What follows belongs to an exercise in optimizing a design on an open flow for small area and a short achievable clock period; a production flow would make more cautious choices.
RTL that was checked went through simulation tests only; none was proved equivalent to the original.
For run 3, only the layout was checked, not whether the RTL still works.

## design/flow/constraint.sdc

```tcl
create_clock -name core_clock -period 27.0 [get_ports {clk}]
set_input_delay 5.4000 -clock core_clock [delete_from_list [all_inputs] [get_ports {clk}]]
set_output_delay 5.4000 -clock core_clock [all_outputs]
set_load 0.01 [all_outputs]
```

## design/flow/config.mk

```make
export PLATFORM = sky130hd
export DESIGN_NAME = QR_decomposition_v2
export DESIGN_NICKNAME = QR_decomposition_v2
export VERILOG_FILES = /design/flow/design.v
export SDC_FILE = /design/flow/constraint.sdc
export NUM_CORES = 4
export LEC_CHECK = 0
export ABC_AREA = 1
export ABC_CLOCK_PERIOD_IN_PS = 18000
export CAP_MARGIN = 20
export CORE_MARGIN = 2
export CORE_UTILIZATION = 35
export SETUP_SLACK_MARGIN = 0.5
export SLEW_MARGIN = 20
```

## design/flow/standard.sh

```bash
#!/bin/bash
# synth_recipe.tcl (not shown) runs the flow's synth.tcl, then flattens the netlist and writes it again
# the make line also repeats each setting of config.mk as NAME=value (left out here)
make -C /OpenROAD-flow-scripts/flow DESIGN_CONFIG=/design/flow/config.mk WORK_HOME=/design/flow/orfs CLKGATE_MAP_FILE= SYNTH_SCRIPT=/design/flow/synth_recipe.tcl "${@:-finish}"
```

## design/flow/design.v

```verilog
module QR_decomposition_v2(clk, rst_n,valid, in_1, in_2, in_3, in_4, out_1, out_2, out_3, out_4);
	parameter HOLD = 4;
	input clk;
	input rst_n;
	input valid;
	input signed [17-1:0] in_1, in_2, in_3, in_4;
	output signed [17-1:0] out_1, out_2, out_3, out_4;
	reg [2:0] counter;
	always @(posedge clk, negedge rst_n) begin
		if (!rst_n) counter <= 3'd0;
		else if (valid) counter <= counter + 3'd1;
	end
	reg signed [17-1:0] in_skew_3[1*HOLD-1:0], in_skew_4[2*HOLD-1:0];
	reg signed [17-1:0] DU2[HOLD-1:0], DU3[HOLD-1:0];
	reg signed [17-1:0] out_skew_2[1*HOLD-1:0], out_skew_1[2*HOLD-1:0];
	wire signed [17-1:0] xin_PE[6:1], yin_PE[6:1];
	wire signed [17-1:0] xout_PE[6:1], yout_PE[6:1];
	wire mode_PE[6:1], rz_PE[6:1];
	wire signed [17-1:0] DU2_c, DU3_c, out_skew_1_c, out_skew_2_c;
	CSD csd_du2(.in(DU2[0]), .out(DU2_c));
	CSD csd_du3(.in(DU3[0]), .out(DU3_c));
	CSD csd_os1(.in(out_skew_1[0]), .out(out_skew_1_c));
	CSD csd_os2(.in(out_skew_2[0]), .out(out_skew_2_c));
	integer i;
	always @(posedge clk, negedge rst_n) begin
		if (!rst_n) begin
			for (i = 0; i < HOLD; i = i + 1) begin
				in_skew_3[i] <= 0; DU2[i] <= 0; DU3[i] <= 0; out_skew_2[i] <= 0;
			end
			for (i = 0; i < 2*HOLD; i = i + 1) begin
				in_skew_4[i] <= 0; out_skew_1[i] <= 0;
			end
		end else begin
			in_skew_3[0] <= in_3;
			in_skew_4[0] <= in_4;
			DU2[0] <= yout_PE[1];
			DU3[0] <= yout_PE[4];
			out_skew_1[0] <= xout_PE[3];
			out_skew_2[0] <= xout_PE[5];
			DU2[1] <= DU2_c;
			DU3[1] <= DU3_c;
			out_skew_1[1] <= out_skew_1_c;
			out_skew_2[1] <= out_skew_2_c;
			for (i = 1; i < HOLD; i = i + 1) in_skew_3[i] <= in_skew_3[i-1];
			for (i = 2; i < HOLD; i = i + 1) begin
				DU2[i] <= DU2[i-1]; DU3[i] <= DU3[i-1]; out_skew_2[i] <= out_skew_2[i-1];
			end
			for (i = 1; i < 2*HOLD; i = i + 1) in_skew_4[i] <= in_skew_4[i-1];
			for (i = 2; i < 2*HOLD; i = i + 1) out_skew_1[i] <= out_skew_1[i-1];
		end
	end
	assign xin_PE[1] = in_1;           assign yin_PE[1] = in_2;
	assign xin_PE[2] = xout_PE[1];     assign yin_PE[2] = in_skew_3[HOLD-1];
	assign xin_PE[3] = xout_PE[2];     assign yin_PE[3] = in_skew_4[2*HOLD-1];
	assign xin_PE[4] = DU2[HOLD-1];    assign yin_PE[4] = yout_PE[2];
	assign xin_PE[5] = xout_PE[4];     assign yin_PE[5] = yout_PE[3];
	assign xin_PE[6] = DU3[HOLD-1];    assign yin_PE[6] = yout_PE[5];
	assign mode_PE[1] = (counter != 3'd0);
	assign mode_PE[2] = (counter != 3'd4);
	assign mode_PE[3] = (counter != 3'd0);
	assign mode_PE[4] = (counter != 3'd1);
	assign mode_PE[5] = (counter != 3'd5);
	assign mode_PE[6] = (counter != 3'd2);
	assign rz_PE[1] = 1'b0;
	assign rz_PE[2] = 1'b0;
	assign rz_PE[3] = 1'b0;
	assign rz_PE[4] = (counter == 3'd0);
	assign rz_PE[5] = (counter == 3'd4);
	assign rz_PE[6] = (counter == 3'd0) | (counter == 3'd1);
	localparam [15:0] CUTS_FIRST = 16'b0100010001000010;  
	localparam [15:0] CUTS_MID   = 16'b0100100010001000;  
	localparam [15:0] CUTS_LAST  = 16'b1000100010001000;  
	CORDIC_PE #(.CUTS(CUTS_FIRST), .CSD_X(0), .CSD_Y(0), .CSD_OUT(0)) pe1 (.clk(clk), .rst_n(rst_n),
		.mode(mode_PE[1]), .rz(rz_PE[1]), .x(xin_PE[1]), .y(yin_PE[1]), .x_out(xout_PE[1]), .y_out(yout_PE[1]));
	CORDIC_PE #(.CUTS(CUTS_MID), .CSD_X(1), .CSD_Y(0), .CSD_OUT(0)) pe2 (.clk(clk), .rst_n(rst_n),
		.mode(mode_PE[2]), .rz(rz_PE[2]), .x(xin_PE[2]), .y(yin_PE[2]), .x_out(xout_PE[2]), .y_out(yout_PE[2]));
	CORDIC_PE #(.CUTS(CUTS_MID), .CSD_X(1), .CSD_Y(0), .CSD_OUT(0)) pe3 (.clk(clk), .rst_n(rst_n),
		.mode(mode_PE[3]), .rz(rz_PE[3]), .x(xin_PE[3]), .y(yin_PE[3]), .x_out(xout_PE[3]), .y_out(yout_PE[3]));
	CORDIC_PE #(.CUTS(CUTS_MID), .CSD_X(0), .CSD_Y(1), .CSD_OUT(0)) pe4 (.clk(clk), .rst_n(rst_n),
		.mode(mode_PE[4]), .rz(rz_PE[4]), .x(xin_PE[4]), .y(yin_PE[4]), .x_out(xout_PE[4]), .y_out(yout_PE[4]));
	CORDIC_PE #(.CUTS(CUTS_MID), .CSD_X(1), .CSD_Y(1), .CSD_OUT(0)) pe5 (.clk(clk), .rst_n(rst_n),
		.mode(mode_PE[5]), .rz(rz_PE[5]), .x(xin_PE[5]), .y(yin_PE[5]), .x_out(xout_PE[5]), .y_out(yout_PE[5]));
	CORDIC_PE #(.CUTS(CUTS_LAST), .CSD_X(0), .CSD_Y(1), .CSD_OUT(1)) pe6 (.clk(clk), .rst_n(rst_n),
		.mode(mode_PE[6]), .rz(rz_PE[6]), .x(xin_PE[6]), .y(yin_PE[6]), .x_out(xout_PE[6]), .y_out(yout_PE[6]));
	assign out_1 = out_skew_1[2*HOLD-1];
	assign out_2 = out_skew_2[HOLD-1];
	assign out_3 = xout_PE[6];
	assign out_4 = yout_PE[6];
endmodule
module CSD(in, out);
input signed [17-1:0] in;
output signed [17-1:0] out;
wire signed [17-1:0] xbuff1, xbuff3, xbuff6, xbuff9, xbuff12, xbuff14;
wire signed [17-1:0] add_buff1, add_buff2, add_buff3, add_buff4;
assign xbuff1 = in >>> 1;
assign xbuff3 = in >>> 3;
assign xbuff6 = in >>> 6;
assign xbuff9 = in >>> 9;
assign xbuff12= in >>> 12;
assign xbuff14= in >>> 14;
assign add_buff1 = xbuff1+xbuff3;
assign add_buff2 = xbuff6+xbuff9;
assign add_buff3 = xbuff12-xbuff14;
assign out = add_buff1 - add_buff2 -add_buff3 ;
endmodule
module CORDIC_PE_Acc(x, y, mu, x_out, y_out);
parameter SHIFT_STAGE = 0;
input signed [17-1:0] x, y;
input mu;
output signed [17-1:0] x_out, y_out;
wire signed [17-1:0] X_SHIFT = x >>> SHIFT_STAGE;
wire signed [17-1:0] Y_SHIFT = y >>> SHIFT_STAGE;
CSA_add add_x(.a(x), .b(Y_SHIFT ^ {17{mu}}), .ci(mu), .s(x_out));
CSA_add add_y(.a(y), .b(X_SHIFT ^ {17{!mu}}), .ci(!mu), .s(y_out));
endmodule
module CSA_add(a, b, ci, s);
input [17-1:0] a, b;
input ci;
output [17-1:0] s;
wire [17-1:0] p0 = a ^ b;
wire [17-1:0] g0 = a & b;
genvar l, j;
generate
	for (l = 0; l <= 5; l = l + 1) begin : lv
		wire [17-1:0] g, p;
		if (l == 0) begin : init
			assign g = {g0[17-1:1], g0[0] | (p0[0] & ci)};
			assign p = p0;
		end else begin : tree
			for (j = 0; j < 17; j = j + 1) begin : b
				if ((j >> (l-1)) & 1) begin : comb
					assign g[j] = lv[l-1].g[j] | (lv[l-1].p[j] & lv[l-1].g[((j >> (l-1)) << (l-1)) - 1]);
					assign p[j] = lv[l-1].p[j] & lv[l-1].p[((j >> (l-1)) << (l-1)) - 1];
				end else begin : keep
					assign g[j] = lv[l-1].g[j];
					assign p[j] = lv[l-1].p[j];
				end
			end
		end
	end
endgenerate
assign s = p0 ^ {lv[5].g[17-2:0], ci};
endmodule
module CORDIC_PE(clk, rst_n, mode, rz, x, y, x_out, y_out);
	parameter [15:0] CUTS = 16'b0100100010001000;
	parameter CSD_X = 0;    
	parameter CSD_Y = 0;    
	parameter CSD_OUT = 0;  
	localparam [12:0] RZ_MU = 13'b1000011010001;
	input clk, rst_n;
	input mode, rz;
	input signed [17-1:0] x, y;
	output signed [17-1:0] x_out, y_out;
	reg map_s;
	reg [12:0] mu_s;
	genvar e;
	generate
		for (e = 0; e < 16; e = e + 1) begin : el
			wire signed [17-1:0] xi, yi;
			wire mi, ri, pi;
			wire signed [17-1:0] xo, yo;
			if (e == 0) begin : head
				assign xi = x;
				assign yi = y;
				assign mi = mode;
				assign ri = rz;
				assign pi = map_s;
			end else begin : link
				assign xi = el[e-1].xq;
				assign yi = el[e-1].yq;
				assign mi = el[e-1].mq;
				assign ri = el[e-1].rq;
				assign pi = el[e-1].pq;
			end
			if (e == 0 || e == 15) begin : csd
				if ((e == 0) ? CSD_X : CSD_OUT) begin : cx
					CSD scaling_x(.in(xi), .out(xo));
				end else begin : nx
					assign xo = xi;
				end
				if ((e == 0) ? CSD_Y : CSD_OUT) begin : cy
					CSD scaling_y(.in(yi), .out(yo));
				end else begin : ny
					assign yo = yi;
				end
			end else if (e == 1) begin : entry
				wire nx = !ri & (mi ? pi : xi[17-1]);
				wire ny = !ri & mi & pi;
				assign xo = (xi ^ {17{nx}}) + nx;
				assign yo = (yi ^ {17{ny}}) + ny;
				always @(posedge clk, negedge rst_n) begin
					if (!rst_n) map_s <= 1'b0;
					else if (!mi) map_s <= xi[17-1];
				end
			end else begin : rot
				wire mu = ri ? RZ_MU[e-2] : (!mi ? yi[17-1] : (pi ^ mu_s[e-2]));
				CORDIC_PE_Acc #(.SHIFT_STAGE(e-2)) stage_(.x(xi), .y(yi), .mu(mu), .x_out(xo), .y_out(yo));
				always @(posedge clk, negedge rst_n) begin
					if (!rst_n) mu_s[e-2] <= 1'b0;
					else if (ri | !mi) mu_s[e-2] <= mu;
				end
			end
			wire signed [17-1:0] xq, yq;
			wire mq, rq, pq;
			if (CUTS[e]) begin : cut
				reg signed [17-1:0] xr, yr;
				reg mr, rr, pr;
				always @(posedge clk, negedge rst_n) begin
					if (!rst_n) begin
						xr <= 0; yr <= 0; mr <= 1'b0; rr <= 1'b0; pr <= 1'b0;
					end else begin
						xr <= xo; yr <= yo; mr <= mi; rr <= ri; pr <= pi;
					end
				end
				assign xq = xr; assign yq = yr; assign mq = mr; assign rq = rr; assign pq = pr;
			end else begin : pass
				assign xq = xo; assign yq = yo; assign mq = mi; assign rq = ri; assign pq = pi;
			end
		end
	endgenerate
	assign x_out = el[15].xq;
	assign y_out = el[15].yq;
endmodule
```

## design/flow/flow/run.sh

```bash
#!/bin/bash
# Layout flow: the standard flow, except that Yosys does not extract
# full/half adder cells before ABC, so ABC maps each register-to-register
# cone of the CORDIC adder chains as a whole. Registers are unchanged.
set -euo pipefail
sed 's/CLKGATE_MAP_FILE= /CLKGATE_MAP_FILE= ADDER_MAP_FILE= /' standard.sh > standard_noadders.sh
grep -q 'ADDER_MAP_FILE= ' standard_noadders.sh
bash standard_noadders.sh > flow_make.log 2>&1
```

==> results.sh, run 1 <==
export IMPL_min_period_ns=11.07
export IMPL_ant_nets=0
export IMPL_numPortBuffers=138
export IMPL_antenna_found_initial=9
export IMPL_ys_types=82
export IMPL_endpoint_kind="flip-flop"
export IMPL_tritoncts="built"
export IMPL_critPathKind="reg -> reg"
export IMPL_cts_root_buf="clkbuf_16"
export IMPL_yosysWarnings=18
export IMPL_cp_start_kind="flip-flop"
export IMPL_nFillCells=64344
export IMPL_gp_congestion=0.8926
export IMPL_synth_seq_cells=1475
export IMPL_synth_top_family_by_area="simple AND/OR/NAND/NOR gates"
export IMPL_routed_wl_um=590200
export IMPL_synth_nets=37866
export IMPL_yosysMostFrequentCell="nand2_1"
export IMPL_cts_resized=0
export IMPL_synthArstFlopShare=1.000
export IMPL_die_y_um=768.9
export IMPL_dieArea_um2=591200
export IMPL_rsz0062_at_grt="false"
export IMPL_synth_edf_count=0
export IMPL_critPathMaxStageDelay_ns=0.65
export IMPL_arrival_ns=11.92
export IMPL_vias=218202
export IMPL_wl_per_cell_um=12.93
export IMPL_worstPathMaxFanout=37
export IMPL_synth_compound_area_share=0.07421
export IMPL_cp_num_buf_inv=5
export IMPL_nets=37807
export IMPL_drv_cap=0
export IMPL_placed_cell_area_um2=213600
export IMPL_cts_buffers=189
export IMPL_ios=139
export IMPL_critical_path_required_ns=27.85
export IMPL_grt_max_degree=136
export IMPL_status="no timing/DRC/antenna violations"
export IMPL_synth_adder_area_share=0.001387
export IMPL_avgViaCountPerCell=4.780
export IMPL_multi_input_area_um2=144200
export IMPL_ff_latch_area_um2=36910
export IMPL_grt_usage=0.1924
export IMPL_syn_area_um2=204800
export IMPL_grt_pass1_wl_um=971100
export IMPL_cp_slowest_cell="dfrtp_1"
export IMPL_synth_xor_area_frac=0.1244
export IMPL_syn_area_per_cell_um2=5.418
export IMPL_clk_pin_slew_ns=0.07
export IMPL_crit_path_frequent_cell="nand2_1"
export IMPL_area_growth_synth_to_final_pct=7.499
export IMPL_ys_seq_area_frac=0.1802
export IMPL_num_rows=280
export IMPL_hold_viol=0
export IMPL_start_util=0.3517
export IMPL_yosysTopAreaCell="nand2_1"
export IMPL_hp_class="reg -> reg"
export IMPL_synth_mux_area_frac=0.0002200
export IMPL_synth_top_cells_by_area="nand2_1 (30%), dfrtp_1 (18%), inv_1 (9.9%), xor2_1 (9.8%), nand3_1 (9.8%)"
export IMPL_fin_util=0.3781
export IMPL_clock_sinks=1475
export IMPL_hpwl_um=485300
export IMPL_first_pass_iters=7
export IMPL_drtIter0Drc=13520
export IMPL_synth_simple_gate_area_share=0.5039
export IMPL_setup_viol_count_final=0
export IMPL_htreeDepth=4
export IMPL_globalRouteOverflowTotal=0
export IMPL_insertion_delay_ns=0.97
export IMPL_max_freq_ghz=0.09035
export IMPL_netlist_instances=37795
export IMPL_report_final_slew_viol_count=0
export IMPL_drc_errors=0
export IMPL_grt_pass1_vias=199126
export IMPL_fin_skew_ns=0.09334
export IMPL_die_x_um=768.9
export IMPL_holdBufCountCts=0
export IMPL_tightest_slew_ns=1.001
export IMPL_synth_flop_cell="dfrtp_1"
export IMPL_yosys_area_top_type_share=0.2956
export IMPL_cp_top_family="simple AND/OR/NAND/NOR gates"
export IMPL_fin_crit_sh=0.4099
export IMPL_core_area_um2=582300
export IMPL_fin_tns_setup_ns=0
export IMPL_synth_common_cells="nand2_1 (16124), inv_1 (5415), nand3_1 (4003)"
export IMPL_slew_headroom=0.3281
export IMPL_max_clock_path_buffers=4
export IMPL_final_area_um2=220100
export IMPL_post_cts_buffers=0
export IMPL_drive_gt1_frac=0.03835
-- routing by layer --
| metal | vias up | track usage | routed length [µm] |
|---|---|---|---|
| met2 | 3376 | 0.3432 | 277200 |
| met3 | 653 | 0.01236 | 18450 |
| met1 | 97636 | 0.2545 | 281400 |
| li1 | 116535 | - | - |
| met4 | 2 | 0.04133 | 13090 |
| met5 | - | 0 | 12 |
-- final cells by class --
class	count	share of cell area
Clock inverter	118	0.006377
Clock buffer	227	0.02323
Antenna cell	2	0.00002274
Sequential cell	1475	0.1677
Multi-Input combinational cell	30319	0.6552
Timing Repair Buffer	214	0.009037
Tap cell	7755	0.04408
Inverter	5537	0.09441
-- sequential cells by signal, summed over array words and instances (netlist names), 67 cells and up --
register,cells
out_skew_1,135
DU2,67
pe4.el.cut.yr,67
pe3.el.cut.xr,67
pe3.el.cut.yr,67
pe2.el.cut.xr,67
pe6.el.cut.xr,68
pe5.el.cut.yr,67
pe4.el.cut.xr,67
pe1.el.cut.xr,67
DU3,67
pe5.el.cut.xr,67
in_skew_3,68
pe6.el.cut.yr,68
out_skew_2,67
pe1.el.cut.yr,67
in_skew_4,136
pe2.el.cut.yr,67
-- layout by cell type (no fill, tap or decap), types with 36 or more instances in the layout --
master	count
a41oi_1	42
a31oi_1	71
clkbuf_16	190
or2_2	561
a21oi_1	956
xor2_1	2290
nor2_1	2822
buf_4	73
o21a_1	85
o21ai_1	90
nand2_2	186
inv_2	104
inv_1	5415
and2_1	81
a21boi_0	244
xnor2_1	601
o21bai_1	55
nand2_1	16124
nor3_1	197
dfrtp_1	1475
clkdlybuf4s50_1	137
nand3b_1	365
o21ai_0	766
nand3_1	4003
a21o_1	53
nand4_1	204
o31ai_1	49
a21boi_1	36
nand3_2	39
or2_1	57
-- final timing paths --
kind                                                startpoint                             end  slack [ns]  depth (start not counted)
worst min-delay path            pe1.el[14].cut.yr[8]$_DFF_PN0_             DU2[0][8]$_DFF_PN0_        0.31                          0
min in group asynchronous                                rst_n  pe5.el[11].cut.yr[6]$_DFF_PN0_        4.48                          1
worst min register to register  pe1.el[14].cut.yr[8]$_DFF_PN0_             DU2[0][8]$_DFF_PN0_        0.31                          0
worst max register to register      pe3.el[3].cut.mr$_DFF_PN0_  pe1.el[6].cut.yr[15]$_DFF_PN0_       15.93                         70
worst max-delay path                pe3.el[3].cut.mr$_DFF_PN0_  pe1.el[6].cut.yr[15]$_DFF_PN0_       15.93                         70
max in group asynchronous                                rst_n  pe3.el[14].cut.xr[2]$_DFF_PN0_       17.83                          7
-- worst register-to-register path: cells and delay by family, from the launching register on --
family	cells	cell delay, ns
simple gates	61	8.45
compound gates	4	0.83
flops	1	0.65
buf+inv	5	1.03
-- kinds of logic after synthesis --
| kind of cell | count (synthesis) |
|---|---|
| simple gates | 24775 |
| buf+inv | 6001 |
| xor+xnor | 2900 |
| compound gates | 2612 |
| flops | 1475 |
| fa+ha+maj | 28 |
| mux | 4 |
-- stage by stage --
step	hold slack [ns]	instances	setup slack, ns
2_1_floorplan	0.3312	37795	19.15
3_3_place_gp	0.3321	45300	15.78
3_5_place_dp	0.3347	45300	15.97
4_1_cts	0.3054	45645	15.95
5_1_grt	0.3032	45646	14.61
6_report	0.3131	45647	15.93
==> run 2, diff against run 1 <==
==> design/flow/run.sh (new file) <==
#!/bin/bash
# synth_recipe.tcl (not shown) runs the flow's synth.tcl, then flattens the netlist and writes it again
# the make line also repeats each setting of config.mk as NAME=value (left out here)
make -C /OpenROAD-flow-scripts/flow DESIGN_CONFIG=/design/flow/config.mk WORK_HOME=/design/flow/orfs CLKGATE_MAP_FILE= SYNTH_SCRIPT=/design/flow/synth_recipe.tcl finish
removed: design/flow/flow/run.sh
removed: design/flow/standard.sh
==> run 2 against run 1 <==
Effect of this change: hold slack improved by 0.0067 ns; design area fell by 14%; global-route usage fell by 4.7 points; sequential cell count did not move; sequential share of layout area rose by 2.8 points; clock skew fell by 0.018 ns; non-clock buffer count rose by 13; via count fell by 44%; critical path depth rose by 21; first-iteration DRC count fell by 67%.
==> results.sh, run 2 <==
export IMPL_r2r_cells=91
export IMPL_ys_types=65
export IMPL_die_y_um=708.0
export IMPL_cts_buffers=176
export IMPL_synth_common_cells="inv_1 (3768), xor2_1 (2633), nand2_1 (2596)"
export IMPL_clk_pin_slew_ns=0.06
export IMPL_ys_seq_area_frac=0.2128
export IMPL_drtIter0Drc=4464
export IMPL_multi_input_area_um2=121400
export IMPL_routed_wl_um=361000
export IMPL_htreeDepth=4
export IMPL_setup_viol_count_final=0
export IMPL_ff_latch_area_um2=36910
export IMPL_max_freq_ghz=0.06637
export IMPL_status="no timing/DRC/antenna violations"
export IMPL_post_cts_buffers=0
export IMPL_cp_slowest_cell="nand2_2"
export IMPL_nets=23935
export IMPL_antenna_found_initial=3
export IMPL_num_rows=258
export IMPL_drc_errors=0
export IMPL_synth_nets=23692
export IMPL_critical_path_required_ns=27.82
export IMPL_die_x_um=708.0
export IMPL_rr_startpoint="pe1.el[1].cut.pr$_DFF_PN0_"
export IMPL_cp_top_family="simple AND/OR/NAND/NOR gates"
export IMPL_hp_class="reg -> reg"
export IMPL_numPortBuffers=138
export IMPL_worstPathMaxFanout=32
export IMPL_mostFrequentLayoutCells="inv_1 (3768), xor2_1 (2633), nand2_1 (2596), ha_1 (2557), dfrtp_1 (1475)"
export IMPL_largest_register_ffs=136
export IMPL_hpwl_um=306800
export IMPL_syn_area_um2=173400
export IMPL_clock_sinks=1475
export IMPL_cp_start_kind="flip-flop"
export IMPL_r2r_slack_ns=11.93
export IMPL_cts_resized=0
export IMPL_grt_pass1_vias=126162
export IMPL_yosysMostFrequentCell="inv_1"
export IMPL_grt_pass1_wl_um=613400
export IMPL_min_period_ns=15.07
export IMPL_area_growth_synth_to_final_pct=8.966
export IMPL_gp_congestion=0.8569
export IMPL_layout_commonest_cell="inv_1"
export IMPL_dieArea_um2=501200
export IMPL_netlist_instances=19982
export IMPL_fin_crit_sh=0.5581
export IMPL_nFillCells=49555
export IMPL_worstHoldStart="pe3.el[14].cut.xr[14]$_DFF_PN0_"
export IMPL_holdBufCountCts=0
export IMPL_rsz0062_at_grt="false"
export IMPL_fin_util=0.3829
export IMPL_drive_gt1_frac=0.02995
export IMPL_fin_tns_setup_ns=0
export IMPL_cts_root_buf="clkbuf_16"
export IMPL_avgViaCountPerCell=4.580
export IMPL_arrival_ns=15.89
export IMPL_critPathKind="reg -> reg"
export IMPL_regMostFlops="in_skew_4"
export IMPL_slew_headroom=0.2704
export IMPL_cp_num_buf_inv=11
export IMPL_report_final_slew_viol_count=0
export IMPL_tightest_slew_ns=1.092
export IMPL_insertion_delay_ns=0.93
export IMPL_wl_per_cell_um=13.44
export IMPL_tritoncts="built"
export IMPL_yosysWarnings=18
export IMPL_worst_hold_slack_ns=0.3198
export IMPL_r2r_end="pe1.el[6].cut.xr[16]$_DFF_PN0_"
export IMPL_whs_path_depth=0
export IMPL_globalRouteOverflowTotal=0
export IMPL_ant_nets=0
export IMPL_grt_usage=0.1452
export IMPL_synth_flop_cell="dfrtp_1"
export IMPL_holdPathEnd="out_skew_1[0][14]$_DFF_PN0_"
export IMPL_grt_max_degree=143
export IMPL_core_area_um2=493600
export IMPL_drv_cap=0
export IMPL_first_pass_iters=7
export IMPL_hold_viol=0
export IMPL_synth_edf_count=0
export IMPL_fin_skew_ns=0.07570
export IMPL_largest_registers="in_skew_4 (136), out_skew_1 (135)"
export IMPL_syn_area_per_cell_um2=8.680
export IMPL_crit_path_frequent_cell="nand2_1"
export IMPL_synth_seq_cells=1475
export IMPL_max_clock_path_buffers=4
export IMPL_ios=139
export IMPL_start_util=0.3514
export IMPL_yosysTopAreaCell="dfrtp_1"
export IMPL_critPathMaxStageDelay_ns=0.58
export IMPL_endpoint_kind="flip-flop"
export IMPL_vias=123066
export IMPL_yosys_area_top_type_share=0.2128
export IMPL_synthArstFlopShare=1.000
export IMPL_synth_top_cells_by_area="dfrtp_1 (21%), ha_1 (18%), xor2_1 (13%), fa_1 (12%), inv_1 (8.2%)"
==> run 2: cell count changes after synthesis, moves of 238 or more <==
cell,before,now
xnor2_1,601,1196
nand3b_1,365,75
fa_1,0,1082
a21o_1,53,291
nor2_1,2825,506
nand2_1,16124,2596
or2_2,561,128
a21oi_1,956,1410
ha_1,0,2557
inv_1,5415,3768
nand3_1,4003,806
xor2_1,2290,2633
==> run 2: cells by family after synthesis <==
group	after synthesis	share of synthesized area
and+or+nand+nor	4347	0.1067
xor gates and xnor gates	3833	0.1937
adders and majority gates	3639	0.3093
buffers and inverters	3957	0.08730
muxes	21	0.001270
AOI/OAI and AO/OA	2710	0.08882
DFF	1475	0.2128
==> run 2: area by class of cell <==
type / count / area share
multi-input combinational: 14550 / 0.6425
sequential: 1475 / 0.1953
inverter: 3795 / 0.07539
tap: 6500 / 0.04303
clock buffer: 223 / 0.02551
timing repair buffer: 227 / 0.01113
clock inverter: 96 / 0.007150
antenna: 2 / 0.00002648
==> run 2: worst reg2reg max path: cells and delay by family (launching register included) <==
| kind | cells | cell delay [ns] |
|---|---|---|
| buffers and inverters | 11 | 2.22 |
| xor gates and xnor gates | 1 | 0.18 |
| adders and majority gates | 5 | 2.42 |
| DFF | 1 | 0.39 |
| AOI/OAI and AO/OA | 22 | 4.46 |
| and+or+nand+nor | 52 | 5.26 |
==> run 2: metal layers <==
layer / GRT usage / share of wire / up-vias / wire length (µm)
met5: 0 / 0.000030 / - / 11
met4: 0.03149 / 0.022 / 2 / 7842
met3: 0.01325 / 0.024 / 415 / 8509
met2: 0.2685 / 0.50 / 1040 / 181300
met1: 0.1819 / 0.45 / 57819 / 163400
li1: - / - / 63790 / -
==> run 2: metrics by stage <==
stage	worst slack [ns]	instances	area, µm²
after floorplan	13.41	19982	173400
after global placement	12.01	26545	182800
after detailed placement	11.98	26545	182800
after CTS	11.90	26864	189000
after global routing	9.915	26867	189000
final	11.93	26868	189000
==> run 2: how the worst max path moves through the flow <==
stage,startpoint,to,depth (start not counted)
after CTS,pe1.el[1].cut.pr$_DFF_PN0_,pe1.el[6].cut.xr[16]$_DFF_PN0_,93
after global placement,pe1.el[1].cut.pr$_DFF_PN0_,pe1.el[6].cut.yr[16]$_DFF_PN0_,93
after detailed placement,pe6.el[11].cut.pr$_DFF_PN0_,pe6.el[15].cut.yr[15]$_DFF_PN0_,72
after floorplan,pe3.el[3].cut.mr$_DFF_PN0_,pe1.el[6].cut.yr[16]$_DFF_PN0_,87
final,pe1.el[1].cut.pr$_DFF_PN0_,pe1.el[6].cut.xr[16]$_DFF_PN0_,91
after global routing,pe1.el[1].cut.pr$_DFF_PN0_,pe1.el[6].cut.yr[16]$_DFF_PN0_,93
==> run 3, diff against run 2 <==
--- a/design/flow/design.v
+++ b/design/flow/design.v
@@ -67,7 +67,7 @@
 	assign rz_PE[4] = (counter == 3'd0);
 	assign rz_PE[5] = (counter == 3'd4);
 	assign rz_PE[6] = (counter == 3'd0) | (counter == 3'd1);
-	localparam [15:0] CUTS_FIRST = 16'b0100010001000010;  
+	localparam [15:0] CUTS_FIRST = 16'b0100010001000100;  
 	localparam [15:0] CUTS_MID   = 16'b0100100010001000;  
 	localparam [15:0] CUTS_LAST  = 16'b1000100010001000;  
 	CORDIC_PE #(.CUTS(CUTS_FIRST), .CSD_X(0), .CSD_Y(0), .CSD_OUT(0)) pe1 (.clk(clk), .rst_n(rst_n),
@@ -117,29 +117,54 @@
 input [17-1:0] a, b;
 input ci;
 output [17-1:0] s;
-wire [17-1:0] p0 = a ^ b;
-wire [17-1:0] g0 = a & b;
-genvar l, j;
+wire [17-1:0] p = a ^ b;
+wire [17-1:0] g = a & b;
+wire [17:0] g0 = {g, ci};
+wire [17:0] p0 = {p, 1'b0};
+wire [17:0] g1, p1, g2, p2, g3, p3, g4, p4, d1, d2, d3;
+genvar i;
 generate
-	for (l = 0; l <= 5; l = l + 1) begin : lv
-		wire [17-1:0] g, p;
-		if (l == 0) begin : init
-			assign g = {g0[17-1:1], g0[0] | (p0[0] & ci)};
-			assign p = p0;
-		end else begin : tree
-			for (j = 0; j < 17; j = j + 1) begin : b
-				if ((j >> (l-1)) & 1) begin : comb
-					assign g[j] = lv[l-1].g[j] | (lv[l-1].p[j] & lv[l-1].g[((j >> (l-1)) << (l-1)) - 1]);
-					assign p[j] = lv[l-1].p[j] & lv[l-1].p[((j >> (l-1)) << (l-1)) - 1];
-				end else begin : keep
-					assign g[j] = lv[l-1].g[j];
-					assign p[j] = lv[l-1].p[j];
-				end
-			end
+	for (i = 0; i < 18; i = i + 1) begin : up
+		if (i % 2 == 1) begin : l1
+			assign g1[i] = g0[i] | (p0[i] & g0[i-1]); assign p1[i] = p0[i] & p0[i-1];
+		end else begin : k1
+			assign g1[i] = g0[i]; assign p1[i] = p0[i];
+		end
+		if (i % 4 == 3) begin : l2
+			assign g2[i] = g1[i] | (p1[i] & g1[i-2]); assign p2[i] = p1[i] & p1[i-2];
+		end else begin : k2
+			assign g2[i] = g1[i]; assign p2[i] = p1[i];
+		end
+		if (i % 8 == 7) begin : l3
+			assign g3[i] = g2[i] | (p2[i] & g2[i-4]); assign p3[i] = p2[i] & p2[i-4];
+		end else begin : k3
+			assign g3[i] = g2[i]; assign p3[i] = p2[i];
+		end
+		if (i % 16 == 15) begin : l4
+			assign g4[i] = g3[i] | (p3[i] & g3[i-8]); assign p4[i] = p3[i] & p3[i-8];
+		end else begin : k4
+			assign g4[i] = g3[i]; assign p4[i] = p3[i];
+		end
+		if (i == 11) begin : m1
+			assign d1[i] = g4[i] | (p4[i] & g4[7]);
+		end else if (i == 17) begin : m1b
+			assign d1[i] = g4[i] | (p4[i] & g4[15]);
+		end else begin : n1
+			assign d1[i] = g4[i];
+		end
+		if (i % 4 == 1 && i >= 5) begin : m2
+			assign d2[i] = d1[i] | (p1[i] & d1[i-2]);
+		end else begin : n2
+			assign d2[i] = d1[i];
+		end
+		if (i % 2 == 0 && i >= 2) begin : m3
+			assign d3[i] = d2[i] | (p0[i] & d2[i-1]);
+		end else begin : n3
+			assign d3[i] = d2[i];
 		end
 	end
 endgenerate
-assign s = p0 ^ {lv[5].g[17-2:0], ci};
+assign s = p ^ d3[17-1:0];
 endmodule
 module CORDIC_PE(clk, rst_n, mode, rz, x, y, x_out, y_out);
 	parameter [15:0] CUTS = 16'b0100100010001000;
==> design/flow/flow/run.sh (new file) <==
#!/bin/bash
# Layout flow: the standard flow with two changes.
# - Yosys does not extract full/half adder cells before ABC, so ABC maps each
#   register-to-register cone of the CORDIC adder chains as a whole.
#   Registers are unchanged.
# - Timing repair (floorplan, CTS, global route) aims for more setup slack
#   than the 0.5 ns the design's settings ask for; the clock and the
#   constraints are the design's.
set -euo pipefail
MARGIN=18.5
sed -e 's/CLKGATE_MAP_FILE= /CLKGATE_MAP_FILE= ADDER_MAP_FILE= /' \
    -e "s/SETUP_SLACK_MARGIN=[0-9.]*/SETUP_SLACK_MARGIN=$MARGIN/" standard.sh > standard_mod.sh
grep -q 'ADDER_MAP_FILE= ' standard_mod.sh
grep -q "SETUP_SLACK_MARGIN=$MARGIN" standard_mod.sh
bash standard_mod.sh > flow_make.log 2>&1
==> design/flow/standard.sh (new file) <==
#!/bin/bash
# synth_recipe.tcl (not shown) runs the flow's synth.tcl, then flattens the netlist and writes it again
# the make line also repeats each setting of config.mk as NAME=value (left out here)
make -C /OpenROAD-flow-scripts/flow DESIGN_CONFIG=/design/flow/config.mk WORK_HOME=/design/flow/orfs CLKGATE_MAP_FILE= SYNTH_SCRIPT=/design/flow/synth_recipe.tcl "${@:-finish}"
removed: design/flow/run.sh
==> run 3 against run 2 <==
Effect of this change: the layout now fails its checks (max-capacitance violations, max-slew violations); synthesized cell count rose by 79%; via count grew 75%; count of clock-buffer cells in the layout increased by 6; critical path type is now in -> reg; clock skew down 0.0041 ns; largest cell class unchanged.
==> results.sh, run 3 <==
export IMPL_status="complete, but fails checks"
export IMPL_failed_checks="max-capacitance violations, max-slew violations"
export IMPL_largest_register_ffs=136
export IMPL_worstHoldStart="DU3[1][10]$_DFF_PN0_"
export IMPL_area_growth_synth_to_final_pct=18.31
export IMPL_hp_class="reg -> reg"
export IMPL_globalRouteOverflowTotal=0
export IMPL_setup_worst_path_start="in_2[6]"
export IMPL_cp_start_kind="input pin"
export IMPL_first_pass_iters=10
export IMPL_arrival_ns=11.48
export IMPL_routed_wl_um=590800
export IMPL_synth_seq_cells=1474
export IMPL_critPathKind="in -> reg"
export IMPL_max_freq_ghz=0.09359
export IMPL_rr_startpoint="pe6.el[11].cut.pr$_DFF_PN0_"
export IMPL_drv_cap=2
export IMPL_syn_area_per_cell_um2=5.607
export IMPL_vias=214796
export IMPL_place_inst=42943
export IMPL_ios=139
export IMPL_antenna_found_initial=5
export IMPL_clock_sinks=1474
export IMPL_worst_hold_slack_ns=0.3197
export IMPL_dieArea_um2=577700
export IMPL_netlist_instances=35683
export IMPL_nets=36968
export IMPL_ys_types=93
export IMPL_final_area_um2=236700
export IMPL_insertion_delay_ns=0.93
export IMPL_layout_commonest_cell="nand2_1"
export IMPL_grt_pass1_wl_um=921800
export IMPL_fin_skew_ns=0.07157
export IMPL_yosysTopAreaCell="nand2_1"
export IMPL_yosysMostFrequentCell="nand2_1"
export IMPL_ant_nets=0
export IMPL_clk_pin_slew_ns=0.06
export IMPL_synthArstFlopShare=1.000
export IMPL_fin_util=0.4157
export IMPL_worstPathMaxFanout=3
export IMPL_cts_root_buf="clkbuf_16"
export IMPL_tritoncts="built"
export IMPL_syn_area_um2=200100
export IMPL_avgViaCountPerCell=4.818
export IMPL_ys_seq_area_frac=0.1844
export IMPL_cp_slowest_cell="clkdlybuf4s50_1"
export IMPL_grt_usage=0.1860
export IMPL_mostFrequentLayoutCells="nand2_1 (14276), inv_1 (4966), nand3_1 (3481), xor2_1 (2333), nor2_1 (1882)"
export IMPL_grt_pass1_vias=190941
export IMPL_fin_tns_setup_ns=0
export IMPL_endpoint_kind="flip-flop"
export IMPL_fin_cells=44580
export IMPL_multi_input_area_um2=151700
export IMPL_min_period_ns=10.68
export IMPL_nFillCells=60627
export IMPL_drc_errors=0
export IMPL_synth_top_cells_by_area="nand2_1 (28%), dfrtp_1 (18%), xor2_1 (11%), inv_1 (9.5%), nand3_1 (9.4%)"
export IMPL_report_final_slew_viol_count=10
export IMPL_crit_path_frequent_cell="buf_4"
export IMPL_yosysWarnings=18
export IMPL_rsz0062_at_grt="true"
export IMPL_critical_path_required_ns=27.79
export IMPL_grt_max_degree=179
export IMPL_drtIter0Drc=12691
export IMPL_numPortBuffers=138
export IMPL_start_util=0.3514
export IMPL_largest_registers="in_skew_4 (136), out_skew_1 (135)"
export IMPL_placed_cell_area_um2=207700
export IMPL_synth_nets=35754
export IMPL_synth_flop_cell="dfrtp_1"
export IMPL_cts_buffers=184
export IMPL_fin_ws_ns=16.32
export IMPL_yosys_area_top_type_share=0.2823
export IMPL_synth_edf_count=0
export IMPL_hold_viol=0
export IMPL_hpwl_um=450500
export IMPL_slew_headroom=-0.09636
export IMPL_max_clock_path_buffers=4
export IMPL_tightest_slew_ns=1.627
export IMPL_dp_slack_ns=14.32
export IMPL_regMostFlops="in_skew_4"
export IMPL_gp_congestion=0.8979
export IMPL_die_x_um=760.1
export IMPL_core_area_um2=569400
export IMPL_htreeDepth=4
export IMPL_fin_crit_sh=0.3957
export IMPL_num_rows=277
export IMPL_holdBufCountCts=0
export IMPL_die_y_um=760.1
export IMPL_critPathMaxStageDelay_ns=0.47
export IMPL_wl_per_cell_um=13.25
export IMPL_drive_gt1_frac=0.1422
export IMPL_synth_common_cells="nand2_1 (15047), inv_1 (5054), nand3_1 (3761)"
export IMPL_setup_viol_count_final=0
export IMPL_ff_latch_area_um2=36970
[run 3: timing repair]
action,4_1_cts,5_1_grt
resized for setup,367,2531
hold endpoints to repair,0,0
setup endpoints to repair,905,861
setup buffers,252,889
pin swaps,94,667
gates cloned,40,119
[run 3: logic make-up after synthesis]
kind of cell,synth area share
xor gates and xnor gates,0.1353
AOI/OAI and AO/OA,0.07037
buffers and inverters,0.1178
adders and majority gates,0.001182
DFF,0.1844
and+or+nand+nor,0.4908
muxes,0.0001626
[run 3: worst max-delay path, delay by kind of cell]
kind | cells | cell delay (ns)
AOI/OAI and AO/OA | 1 | 0.14
buffers and inverters | 36 | 4.39
and+or+nand+nor | 9 | 0.98
xor gates and xnor gates | 3 | 0.54
[run 3: area by class of cell]
type                            instances  share of cell area
Clock inverter                        102            0.005069
Tap cell                             7533             0.03982
Antenna cell                            5          0.00005286
Multi-Input combinational cell      28619              0.6410
Sequential cell                      1474              0.1562
Timing Repair Buffer                 1354             0.05084
Timing Repair inverter                  8           0.0003119
Clock buffer                          229             0.02154
Inverter                             5256             0.08523
[run 3: worst paths after layout]
path,to,slack (ns),cells after the start
min reg2reg,DU3[2][10]$_DFF_PN0_,0.32,0
max,pe1.el[2].cut.yr[11]$_DFF_PN0_,16.32,49
min in group asynchronous,pe5.mu_s[9]$_DFFE_PN0P_,4.37,1
max in group asynchronous,pe1.el[6].cut.xr[5]$_DFF_PN0_,19.14,7
max reg2reg,pe6.el[15].cut.yr[15]$_DFF_PN0_,18.77,72
min,DU3[2][10]$_DFF_PN0_,0.32,0
[run 3: layer usage]
layer	routed length [µm]	track usage
met1	268800	0.2426
met2	283600	0.3321
met3	23090	0.01383
met4	15270	0.04455
met5	0	0

afterwards: timing with drivers on the ports:
The results above use ideal ports. As a check the final layouts listed here were re-extracted and re-timed, cells and wires unchanged.
Step 1: set_driving_cell puts a clkbuf_16 on clk and a buf_2 on each other input, an assumption about the parent block.
Step 2, shift: input delay + t, output delay - t, t = (earliest + latest rising clock arrival at the registers) / 2. This alone moves slack from input paths to output paths.
Three values: no drivers, after step 1, after step 2; two values: the first two.
run | t (ns) | setup WS [ns] | worst setup path after step 2 | latest minus earliest clock arrival (ns) | worst register clock-pin slew, ns
run 1 | 1.027 | 15.932 / 15.932 / 15.932 | register to register | 0.136 / 0.136 | 0.08 / 0.08
run 2 | 0.995 | 11.932 / 11.932 / 11.932 | register to register | 0.104 / 0.104 | 0.07 / 0.07
run 3 | 1.016 | 16.315 / 16.396 / 15.380 | input to register | 0.087 / 0.086 | 0.07 / 0.07
For run 3, which loses most, drivers alone change the setup slack by +0.081 ns; drivers and shift together by -0.935 ns.
